Context: an optimization exercise on an open-source flow, tuned for small area, a short achievable clock period and few clock cycles per item. The choices shown serve that exercise and are no tape-out recipe.
RTL that was checked went through simulation tests only; none was proved equivalent to the original.

## main
==> flow/design.v <==
module GCD_full
(
input [31:0] x_i,
input [31:0] y_i,
input calculate_new,
input clk,
input rstn,
output [31:0] data_o,
output data_ready_reg
);
localparam N = 31;
reg        busy;      
reg        shl;       
reg [4:0]  k;         
reg [31:0] a, b;
reg [31:0] res;
wire ao = a[0];
wire bo = b[0];
wire m_sub  = ao & bo;
wire m_both = ~ao & ~bo;
wire [N-1:0] A = a[31:1];
wire [N-1:0] B = b[31:1] & {N{ao}};
wire [N-1:0] p = ~(A ^ B);
wire [N-1:0] g = A & ~B;
wire [N-1:0] Gs [0:5];
wire [N-1:0] Ps [0:5];
assign Gs[0] = g;
assign Ps[0] = p;
genvar i, l;
generate
  for (l = 0; l < 5; l = l + 1) begin : lvl
    for (i = 0; i < N; i = i + 1) begin : bt
      if (i >= (1 << l)) begin : node
        assign Gs[l+1][i] = Gs[l][i] | (Ps[l][i] & Gs[l][i-(1<<l)]);
        assign Ps[l+1][i] = Ps[l][i] & Ps[l][i-(1<<l)];
      end else begin : pass
        assign Gs[l+1][i] = Gs[l][i];
        assign Ps[l+1][i] = Ps[l][i];
      end
    end
  end
endgenerate
wire [N-1:0] G = Gs[5];
wire [N-1:0] P = Ps[5];
wire ge = G[N-1] | P[N-1];           
wire eqv = P[N-1];                    
wire [N-1:0] c0 = {G[N-2:0], 1'b0};
wire [N-1:0] c1 = {G[N-2:0] | P[N-2:0], 1'b1};
wire [N-1:0] R = ge ? (p ^ c1) : ~(p ^ c0);
wire [2:0] dl = A[2:0] - B[2:0];
wire [1:0] t = m_both ? 2'd0 : dl[0] ? 2'd0 : dl[1] ? 2'd1 : dl[2] ? 2'd2 : 2'd3;
wire [N-1:0] Rs = R >> t;
wire kz  = (k == 5'd0);
wire k31 = (k == 5'd31);
wire eq  = (m_sub & eqv) | (m_both & k31);
wire done  = busy & kz & (shl | eq);
wire step  = busy & ~shl & ~eq;
wire a_upd = step & ~(ao & ~bo);
wire b_sh  = step & ~bo;
wire b_min = step & m_sub & ~ge;
wire start = ~busy & calculate_new;
assign data_ready_reg = done;
assign data_o = res;
always @(posedge clk or negedge rstn) begin
    if (!rstn) begin
        busy <= 1'b0;
        shl  <= 1'b0;
    end else begin
        if (start) busy <= 1'b1;
        else if (done) busy <= 1'b0;
        if (done) shl <= 1'b0;
        else if (busy & eq & ~kz) shl <= 1'b1;
    end
end
always @(posedge clk) begin
    if (start) begin
        a <= x_i;
        k <= 5'd0;
    end else if (busy & (shl | eq) & ~kz) begin
        a <= {a[30:0], 1'b0};
        k <= k - 5'd1;
    end else begin
        if (a_upd) a <= {1'b0, Rs};
        if (step & m_both) k <= k + 5'd1;
    end
    if (start) b <= y_i;
    else if (b_sh) b <= {1'b0, b[31:1]};
    else if (b_min) b <= a;
    if (done) res <= a;
end
endmodule
clock: 3.6 ns
lec_check: 0
cap_margin: 20
core_margin: 2
core_utilization: 65
slew_margin: 20
run.sh (not shown) runs the stock make flow with config.mk's settings and CLKGATE_MAP_FILE= SYNTH_SCRIPT=/design/flow/synth_recipe.tcl, a recipe that flattens the netlist after the stock synthesis.
Stage in which a tool error killed main: global routing.
#### Input delta (the feature branch over main)
Settings: SETUP_SLACK_MARGIN now 0.15, previously not set.
==> results.txt <==
- For the feature branch, the flow was terminated by a tool error in global routing and produced no final design.
- As far as mean area per synthesized cell goes, main and the feature branch are indistinguishable; the numbers are identical.
- When the final numbers for main and the feature branch were put side by side, the post-cts repair resize count turned out to be smaller in main.
- Diff main -> the feature branch | number of setup buffers added after CTS | increase of 32
- Final weighted congestion of routability-driven global placement (the feature branch over main): increase, 1.8%
- The feature branch has half-perimeter wire length after detailed placement above what main had.
- Reported for main and the feature branch, die span in y turned out identical to the last digit.
- The feature branch: worst slack after detailed placement 110 ps below main
No functional check of the RTL was part of any run of this note.

RTL: the design.v shown in full above, as it stands there.
Settings: LEC_CHECK=0, CAP_MARGIN=20, CORE_MARGIN=2, CORE_UTILIZATION=40, SLEW_MARGIN=20; clock period 3.6 ns.
The first run finished but failed the layout checks on negative setup slack.
Next try:
--- a/flow/config.mk
+++ b/flow/config.mk
@@ -10,0 +11 @@
+export SETUP_SLACK_MARGIN = 0.2
After rerunning:
- The changed run reached the layout checks and failed them: negative setup slack
- core utilization went up by 4.6 points
- cell area went up by 7.4%
- worst setup slack got worse by 0.10 ns
- non-clock buffer count went up by 28
- hold slack improved by 0.020 ns
- wire length went up by 5.7%
- final cell count went up by 1.8%
Next try:
--- a/flow/config.mk
+++ b/flow/config.mk
@@ -10 +10 @@
-export CORE_UTILIZATION = 40
+export CORE_UTILIZATION = 50
Result:
- The changed run ran to the end with violations: negative setup slack
- via count rises by 6.9%
- synthesized cell count stays the same
- routed wire length grows by 11%
- global-route usage rises by 9.1 points
- die area is lower by 19%
- non-clock buffer count falls by 18
No functional check of the RTL was part of any run of this note.

## build 35
Another version of the RTL of GCD_full (not shown whole).
Size: ~890 cells after synthesis, about 110 flip-flops, about 100 I/O pins, about 0.0079 mm2 of cells after synthesis.
Settings: LEC_CHECK=0, CAP_MARGIN=20, CORE_MARGIN=2, CORE_UTILIZATION=50, SETUP_SLACK_MARGIN=0.2, SLEW_MARGIN=20; clock period 3.6 ns.
standard.sh (not shown) runs the stock make flow with config.mk's settings and CLKGATE_MAP_FILE= SYNTH_SCRIPT=/design/flow/synth_recipe.tcl, a recipe that flattens the netlist after the stock synthesis.
==> flow/flow/run.sh <==
#!/bin/bash
# The standard layout, with the port buffers made from the smallest
# plain buffer instead of the delay buffer buffer_ports picks by default,
# and ORFS's power recovery (downsizing gates off the critical paths) on.
set -euo pipefail
bash standard.sh "BUFFER_PORTS_ARGS=-buffer_cell sky130_fd_sc_hd__buf_1" RECOVER_POWER=100 finish > standard_flow.log 2>&1
In build 35 the implementation ran to completion but is not tape-out ready, as the final checks report setup timing.
Testbench counts of build 35, summed over its fixed seeds: cycles 24,109, items 960.
### build 35 -> build 16
==> flow/flow/run.sh <==
#!/bin/bash
# The standard layout, with the port buffers made from the smallest
# plain buffer instead of the delay buffer buffer_ports picks by default.
set -euo pipefail
bash standard.sh "BUFFER_PORTS_ARGS=-buffer_cell sky130_fd_sc_hd__buf_1" finish > standard_flow.log 2>&1
diff --git a/flow/config.mk b/flow/config.mk
--- a/flow/config.mk
+++ b/flow/config.mk
@@ -9,4 +9,4 @@
 export CORE_MARGIN = 2
 export CORE_UTILIZATION = 50
-export SETUP_SLACK_MARGIN = 0.2
+export SETUP_SLACK_MARGIN = 0.15
 export SLEW_MARGIN = 20
--- outcome ---
- The layout from build 16, despite a flow that completed every stage, fails the layout checks, with the failing checks listed as setup timing.
- Build 35 -> build 16: fmax decreased slightly
- Between build 35 and build 16, fraction of standard cell area that is sequential is lower for build 16, build 35 comes in above that.
- Summary of the comparison: non-clock buffer instance count of the final layout is lower in build 16, relative to build 35.
- In build 16 the count of clock-buffer cells in the layout turned out 1 lower than in build 35.
Inputs modified between build 16 and build 73:
==> flow/flow/run.sh <==
#!/bin/bash
# The standard layout, with the port buffers made from the smallest
# plain buffer instead of the delay buffer buffer_ports picks by default,
# and ORFS's power recovery (downsizing gates off the critical paths) on.
set -euo pipefail
bash standard.sh "BUFFER_PORTS_ARGS=-buffer_cell sky130_fd_sc_hd__buf_1" RECOVER_POWER=100 finish > standard_flow.log 2>&1
diff --git a/flow/config.mk b/flow/config.mk
--- a/flow/config.mk
+++ b/flow/config.mk
@@ -8,5 +8,5 @@
 export CAP_MARGIN = 20
 export CORE_MARGIN = 2
-export CORE_UTILIZATION = 50
-export SETUP_SLACK_MARGIN = 0.15
+export CORE_UTILIZATION = 45
+export SETUP_SLACK_MARGIN = 0.25
 export SLEW_MARGIN = 20
==> results.txt <==
- Among build 16 and build 73, a clean, completed layout was produced by build 73 alone.
- Although it ran to completion, build 16 produced a layout that fails the final checks because of setup timing.
- The filler-free cell count of the finished design in build 73 sits 0.62% above the value recorded for build 16.
- Build 73: wire length reported by the detailed router is 1800 um lower than what build 16 reported.
- The final critical-path required period reported for build 73 is smaller than that of build 16 by 170 ps.
- Sort build 16 and build 73 by number of buffers other than clock buffers in the final layout asc -> top: build 73
- In build 73, fraction of layout instances using a drive strength above 1 is lower than in build 16.
- Max freq build 16 -> build 73: improved
- From build 16 to build 73 the numbers moved as follows: final weighted congestion in routability-driven placement decreased by 0.024 relative to the old numbers; minimum setup slack in the final design increased by 170 ps relative to the old numbers.
diff inputs: build 73 => build 88
==> flow/flow/run.sh <==
#!/bin/bash
# The standard layout, with the port buffers made from the smallest
# plain buffer instead of the delay buffer buffer_ports picks by default.
set -euo pipefail
bash standard.sh "BUFFER_PORTS_ARGS=-buffer_cell sky130_fd_sc_hd__buf_1" finish > standard_flow.log 2>&1
diff --git a/flow/config.mk b/flow/config.mk
--- a/flow/config.mk
+++ b/flow/config.mk
@@ -9,4 +9,3 @@
 export CORE_MARGIN = 2
 export CORE_UTILIZATION = 45
-export SETUP_SLACK_MARGIN = 0.25
 export SLEW_MARGIN = 20
Notes after the runs:
- On fraction of layout instances using a drive strength above 1, the higher figure sits with build 73, not build 88.
- Going from build 73 to build 88, placed instance count went down, final critical-path setup slack saw a decrease, non-clock buffer count has decreased.
- Comparing build 73 and build 88, the lower worst hold slack was measured on build 73.
- In build 88 the implementation completed, yet the final layout does not meet the checks, the culprit being setup timing.
Input changes introduced in build 72 (baseline for comparison: build 88):
diff --git a/flow/config.mk b/flow/config.mk
--- a/flow/config.mk
+++ b/flow/config.mk
@@ -8,4 +8,4 @@
 export CAP_MARGIN = 20
 export CORE_MARGIN = 2
-export CORE_UTILIZATION = 45
+export CORE_UTILIZATION = 40
 export SLEW_MARGIN = 20
### Flow results
- The final report for build 72 shows a completed flow and a layout that fails verification, specifically setup timing.
- On area share of buffers outside the clock network, build 88 and build 72 are neck and neck.
- Build 88 → build 72: share of the final layout cell area in sequential cells shows a reduction of 0.82 points.
- Sum of met3 wire segment lengths after detailed routing, build 88 and build 72, higher one = build 72.
- Non-clock buffer count in the final layout for build 72: 4 up relative to build 88
## Diff of input files: build 2 against build 72
==> flow/flow/run.sh <==
#!/bin/bash
# The standard layout, with the port buffers made from the smallest
# plain buffer instead of the delay buffer buffer_ports picks by default,
# and ORFS's power recovery (downsizing gates off the critical paths) on.
set -euo pipefail
bash standard.sh "BUFFER_PORTS_ARGS=-buffer_cell sky130_fd_sc_hd__buf_1" RECOVER_POWER=100 finish > standard_flow.log 2>&1
diff --git a/flow/config.mk b/flow/config.mk
--- a/flow/config.mk
+++ b/flow/config.mk
@@ -8,4 +8,6 @@
 export CAP_MARGIN = 20
 export CORE_MARGIN = 2
-export CORE_UTILIZATION = 40
+export CORE_UTILIZATION = 45
+export GPL_ROUTABILITY_DRIVEN = 0
+export SETUP_SLACK_MARGIN = 0.2
 export SLEW_MARGIN = 20
## What came out
Build 2 finished all stages; layout check result: FAIL, due to capacitance limit, slew limit, setup timing. Summary of build 2 over build 72: wire length of the first global-routing pass +0.87%, final setup violation count down about 11%. Taking build 72 as the reference point, the layout clock buffer count of build 2 falls by 3. Compare build 72 and build 2 | number of fill cells lower: build 2.

what the ideal ports hide:
In the flow no input, the clock included, has a driving cell. The finished layouts below were timed again as built, in two steps.
Step 1 assumes that a clkbuf_16 drives the clock port and a buf_2 every other input.
Step 2 also shifts input and output timing later by t, the mid clock arrival at the registers, as if the neighbouring blocks saw the same clock.
Three values: ideal, step 1, step 2; two values: the first two.
run | t, ns | slack for setup (ns) | worst setup path after step 2
the first run of note 2 | 0.401 | -0.044 / -0.044 / -0.044 | register to register
the second run of note 2 | 0.406 | -0.148 / -0.148 / -0.148 | register to register
the third run of note 2 | 0.405 | -0.243 / -0.243 / -0.243 | register to register
build 35 | 0.403 | -0.009 / -0.009 / -0.009 | register to register
build 16 | 0.404 | -0.058 / -0.058 / -0.058 | register to register
build 73 | 0.402 | 0.108 / 0.108 / 0.108 | register to register
build 88 | 0.401 | -0.035 / -0.035 / -0.035 | register to register
build 72 | 0.414 | -0.042 / -0.042 / -0.042 | register to register
build 2 | 0.404 | -0.040 / -0.040 / -0.040 | register to register
